From an optimization exercise on the open Yosys and OpenROAD flow, aimed at small area; shortcuts taken in it are not production practice. Function was checked by simulation only, so behaviour that the tests miss may differ from the original. Power is estimated from default activity; no workload was simulated.

## master_ahb
module master_ahb(
  input  logic        clk_master,
  input  logic        rst_master,
  input  logic        HREADY,
  input  logic [31:0] HRDATA,
  input  logic [31:0] data_top,
  input  logic        write_top,
  input  logic [3:0]  beat_length,
  input  logic        enb,
  input  logic [31:0] addr_top,
  input  logic        wrap_enb,
  output logic [31:0] HADDR,
  output logic        HWRITE,
  output logic [2:0]  HSIZE,
  output logic [31:0] HWDATA,
  output logic [2:0]  HBURST,
  output logic [1:0]  HTRANS,
  output logic fifo_empty,
  output logic fifo_full
);
For scale: roughly 180 I/O pins, roughly 20000 µm² of cells after synthesis.
export LEC_CHECK = 0
export CAP_MARGIN = 0
export CORE_MARGIN = 2
export CORE_UTILIZATION = 60
export PLACE_DENSITY = 0.6
export SLEW_MARGIN = 0
create_clock -name core_clock -period 5.0 [get_ports {clk_master}]
standard.sh (not shown) runs the stock make flow with config.mk's settings and CLKGATE_MAP_FILE= SYNTH_SCRIPT=/design/flow/synth_recipe.tcl, a recipe that flattens the netlist after the stock synthesis.
==> flow/flow/run.sh <==
#!/bin/bash
# The standard layout (standard.sh) with these changes:
#  - after the standard synthesis, its combinational cells are re-mapped for
#    area (flow/remap.tcl; registers untouched);
#  - port buffers use the smallest buffer (buf_1);
#  - clock tree synthesis without dummy loads, with small clkbuf_4 clusters.
# Each tool's output goes to a log file in this folder (and ORFS's own logs
# under orfs/logs).
set -euo pipefail
cd "$(dirname "$0")/.."
W=$PWD
export BUFFER_PORTS_ARGS="-buffer_cell sky130_fd_sc_hd__buf_1"
export CTS_ARGS="-sink_clustering_enable -repair_clock_nets -dont_use_dummy_load -buf_list sky130_fd_sc_hd__clkbuf_4 -sink_clustering_size 10 -sink_clustering_max_diameter 40"

# 1. standard synthesis, unchanged
bash standard.sh synth > flow_synth.log 2>&1

# 2. re-map the combinational logic
R=$W/orfs/results/$FLOW_PLATFORM/master_ahb/base
cp "$R/1_2_yosys.v" "$W/standard_synth.v"
YOSYS=yosys
if [[ -x "$FLOW_HOME/../tools/install/yosys/bin/yosys" ]]; then YOSYS="$FLOW_HOME/../tools/install/yosys/bin/yosys"; fi
export REMAP_LIB="$FLOW_HOME/platforms/$FLOW_PLATFORM/lib/sky130_fd_sc_hd__tt_025C_1v80.lib"
export REMAP_DONT_USE="$(sed -n '/DONT_USE_CELLS/,/^$/p' "$FLOW_HOME/platforms/$FLOW_PLATFORM/config.mk" | grep -o 'sky130_fd_sc_hd__[a-z0-9_]*' | tr '\n' ' ')"
export REMAP_IN="$W/standard_synth.v" REMAP_OUT="$W/remapped.v" REMAP_DIR="$W" REMAP_SCRIPT="$W/flow/remap.abc"
"$YOSYS" -c "$W/flow/remap.tcl" > remap_yosys.log 2>&1
cp "$W/remapped.v" "$R/1_2_yosys.v"
sleep 1
touch "$R/1_2_yosys.v"

# 3. the rest of the standard layout, from the re-mapped netlist
bash standard.sh finish > flow_finish.log 2>&1
==> flow/flow/remap.abc <==
strash
&get -n
&fraig -x
&put
scorr
dc2
strash
&get -n
&dch -f
&nf -a -R 1000
&put
Other scripts of this flow, unchanged in this note and not shown: flow/flow/remap.tcl
The first run ran to the end with no violations.
Next try:
--- a/flow/flow/run.sh
+++ b/flow/flow/run.sh
@@ -12,3 +12,3 @@
 export BUFFER_PORTS_ARGS="-buffer_cell sky130_fd_sc_hd__buf_1"
-export CTS_ARGS="-sink_clustering_enable -repair_clock_nets -dont_use_dummy_load -buf_list sky130_fd_sc_hd__clkbuf_4 -sink_clustering_size 10 -sink_clustering_max_diameter 40"
+export CTS_ARGS="-sink_clustering_enable -repair_clock_nets -dont_use_dummy_load -buf_list \"sky130_fd_sc_hd__clkbuf_8 sky130_fd_sc_hd__clkbuf_16\" -root_buf sky130_fd_sc_hd__clkbuf_16 -sink_clustering_buffer sky130_fd_sc_hd__clkbuf_8 -sink_clustering_size 24 -sink_clustering_max_diameter 40"
 
- CAP_MARGIN: 0 -> 20
- SLEW_MARGIN: 0 -> 20
- worst setup slack improves by 0.16 ns
- total power climbs by about 4.4%
- cell count drops by 0.90%
- utilization increases by 0.89 points
- via count falls by 1.2%
- synthesized cell count is unchanged
- sequential cell count does not change
- cell area rises by 1.3%
Next try:
--- a/flow/flow/run.sh
+++ b/flow/flow/run.sh
@@ -12,3 +12,3 @@
 export BUFFER_PORTS_ARGS="-buffer_cell sky130_fd_sc_hd__buf_1"
-export CTS_ARGS="-sink_clustering_enable -repair_clock_nets -dont_use_dummy_load -buf_list \"sky130_fd_sc_hd__clkbuf_8 sky130_fd_sc_hd__clkbuf_16\" -root_buf sky130_fd_sc_hd__clkbuf_16 -sink_clustering_buffer sky130_fd_sc_hd__clkbuf_8 -sink_clustering_size 24 -sink_clustering_max_diameter 40"
+export CTS_ARGS="-sink_clustering_enable -repair_clock_nets -dont_use_dummy_load -buf_list sky130_fd_sc_hd__clkbuf_4 -sink_clustering_size 10 -sink_clustering_max_diameter 40"
 
==> flow/flow/remap.abc (replaced) <==
strash
 &get -n
 &fraig -x
 &put
 scorr
 dc2
 dc2
 dc2
 strash
 &get -n
 &dch -f
 &nf -a -R 1000
 &put
Result: Design area shrinks by 1.2%. Routed wire length came out higher by 0.75%. Utilization falls by 0.84 points. Clock-buffer cell count came out higher by 15. Global-route usage rises by 0.33 points. Area after synthesis decreases by about 0.36%. Register-to-register slack got worse by 0.90 ns. Sequential share of layout area rose by 0.91 points. Die area is lower by about 0.35%. Clock skew rises by 0.025 ns. Final cell count stays the same.
Next try:
--- a/flow/flow/run.sh
+++ b/flow/flow/run.sh
@@ -12,3 +12,3 @@
 export BUFFER_PORTS_ARGS="-buffer_cell sky130_fd_sc_hd__buf_1"
-export CTS_ARGS="-sink_clustering_enable -repair_clock_nets -dont_use_dummy_load -buf_list sky130_fd_sc_hd__clkbuf_4 -sink_clustering_size 10 -sink_clustering_max_diameter 40"
+export CTS_ARGS="-sink_clustering_enable -repair_clock_nets -dont_use_dummy_load -buf_list sky130_fd_sc_hd__clkbuf_4 -sink_clustering_size 12 -sink_clustering_max_diameter 30"
 
==> flow/flow/remap.abc (replaced) <==
strash
&get -n
&fraig -x
&put
scorr
dc2
strash
&get -n
&dch -f
&nf -a -R 1000
&put
=> The changed run produced a clean layout. Global-route usage barely changes. Total power is higher by 3.1%. Wire length stays flat. Sequential cell count stays the same. Clock-buffer cell count is higher by 30. Utilization is higher by 0.64 points. Register-to-register slack improved by 0.86 ns. Synthesized area is higher by 0.36%. Die area is higher by 0.35%. Cell area is higher by 0.94%.

---

Setup of run 1:
master_ahb, a different RTL version from the one above (not shown whole).
Size in the first run: roughly 1300 cells after synthesis, about 180 I/O pins, roughly 0.021 sq mm of cells after synthesis.
Settings: LEC_CHECK=0, CAP_MARGIN=20, CORE_MARGIN=2, CORE_UTILIZATION=60, CTS_BUF_LIST=sky130_fd_sc_hd__clkbuf_4, PLACE_DENSITY=0.6, SLEW_MARGIN=20; clock period 5.0 ns.
run.sh (not shown) runs the stock make flow with config.mk's settings and CLKGATE_MAP_FILE= SYNTH_SCRIPT=/design/flow/synth_recipe.tcl, a recipe that flattens the netlist after the stock synthesis.
Stock flow here: none of the scripts above is used.
Relative to run 1, the following input files were edited for run 2:
- clearing CTS_BUF_LIST, which used to be sky130_fd_sc_hd__clkbuf_4
==> flow/flow/run.sh (new file) <==
#!/bin/bash
set -euo pipefail
cd "$(dirname "$0")/.."
export BUFFER_PORTS_ARGS="-buffer_cell sky130_fd_sc_hd__buf_1"
export CTS_ARGS="-sink_clustering_enable -repair_clock_nets -dont_use_dummy_load -buf_list sky130_fd_sc_hd__clkbuf_8 -sink_clustering_size 16 -sink_clustering_max_diameter 50"
bash standard.sh finish > flow_make.log 2>&1
==> flow/standard.sh (new file) <==
#!/bin/bash
# synth_recipe.tcl (not shown) runs the flow's synth.tcl, then flattens the netlist and writes it again
# the make line also repeats each setting of config.mk as NAME=value (left out here)
make -C /OpenROAD-flow-scripts/flow DESIGN_CONFIG=/design/flow/config.mk WORK_HOME=/design/flow/orfs CLKGATE_MAP_FILE= SYNTH_SCRIPT=/design/flow/synth_recipe.tcl "${@:-finish}"
removed: flow/run.sh
==> results.txt <==
Of run 2 and run 1, run 2 shows the higher worst setup slack, with run 1 below it.
When run 2 is set beside run 1, its total wirelength of the detailed-routed design turns out to be about 1.6% smaller.
Comparing run 2 and run 1, the lower part of the power in the clock network was measured on run 2.
Lower highest cell delay on the worst timing path was reported by run 1, not run 2.
Clock-pin slew of the registers on the worst-case setup and hold paths: higher on run 2
The faster design of the two is run 2; run 1 tops out lower.
Looking at end point of the critical path, the HWDATA[3] result is from run 2; the HWDATA[2] one comes from run 1.
Between run 1 and run 2, the flow reports cell area reported after detailed placement decreasing by a few percent.
[run 2] clock-buffer cell count fell about 80% relative to run 1
Against run 1, the final cell area of run 2 is lower.
Run 2 | stages: all done | timing, DRC, antenna: all pass
--- input diff run 2..run 3 ---
- swapping 60 for 40 in CORE_UTILIZATION
==> flow/run.sh (new file) <==
#!/bin/bash
# synth_recipe.tcl (not shown) runs the flow's synth.tcl, then flattens the netlist and writes it again
# the make line also repeats each setting of config.mk as NAME=value (left out here)
make -C /OpenROAD-flow-scripts/flow DESIGN_CONFIG=/design/flow/config.mk WORK_HOME=/design/flow/orfs CLKGATE_MAP_FILE= SYNTH_SCRIPT=/design/flow/synth_recipe.tcl finish
removed: flow/flow/run.sh
removed: flow/standard.sh
==> comparison <==
- Run 3 has starting density of the core below what run 2 had.
- Changes observed in run 3 relative to run 2: data arrival time of the critical path went up; area of all placed cells without fillers went up; number of nets in the layout went up; number of ordinary and repair buffers in the finished layout went down; critical path depth did not really move.

-- static timing again, ports no longer ideal --
The flow's constraints put no driver on any port. The routed layouts listed below were extracted and timed again, unchanged, in two steps. Step 1 (the two cells are an assumption about what drives the block):
set clk [get_ports {clk_master}]
set_driving_cell -lib_cell sky130_fd_sc_hd__clkbuf_16 $clk
set_driving_cell -lib_cell sky130_fd_sc_hd__buf_2 [delete_from_list [all_inputs] $clk]
Step 2 times the ports against the registers' clock, not the clock port: input delays grow and output delays shrink by t, the midpoint of the rising clock arrivals with the driver on. Slacks: ideal ports / drivers / drivers and shift; pairs: ideal ports / drivers.
| run | t, ns | slack for setup (ns) | worst setup path at the end | worst data-port slew with drivers (ns) |
|---|---|---|---|---|
| the first run of note 1 | 0.742 | 0.722 / 0.675 / 1.150 | input to register | 0.07 |
| the second run of note 1 | 0.593 | 0.881 / 0.826 / 1.122 | input to register | 0.07 |
| the third run of note 1 | 0.774 | 0.647 / 0.597 / 0.091 | input to register | 0.06 |
| the fourth run of note 1 | 0.793 | 0.695 / 0.646 / 1.144 | input to register | 0.07 |
| run 1 | 0.849 | 0.288 / 0.237 / 1.085 | register to output | 0.06 |
| run 2 | 0.667 | 0.835 / 0.788 / 1.456 | register to output | 0.07 |
| run 3 | 0.667 | 0.331 / 0.274 / 0.942 | register to output | 0.08 |
After both steps setup and hold are still met in every run listed. For the third run of note 1, which loses most, drivers alone change the setup slack by -0.050 ns; drivers and shift together by -0.556 ns.
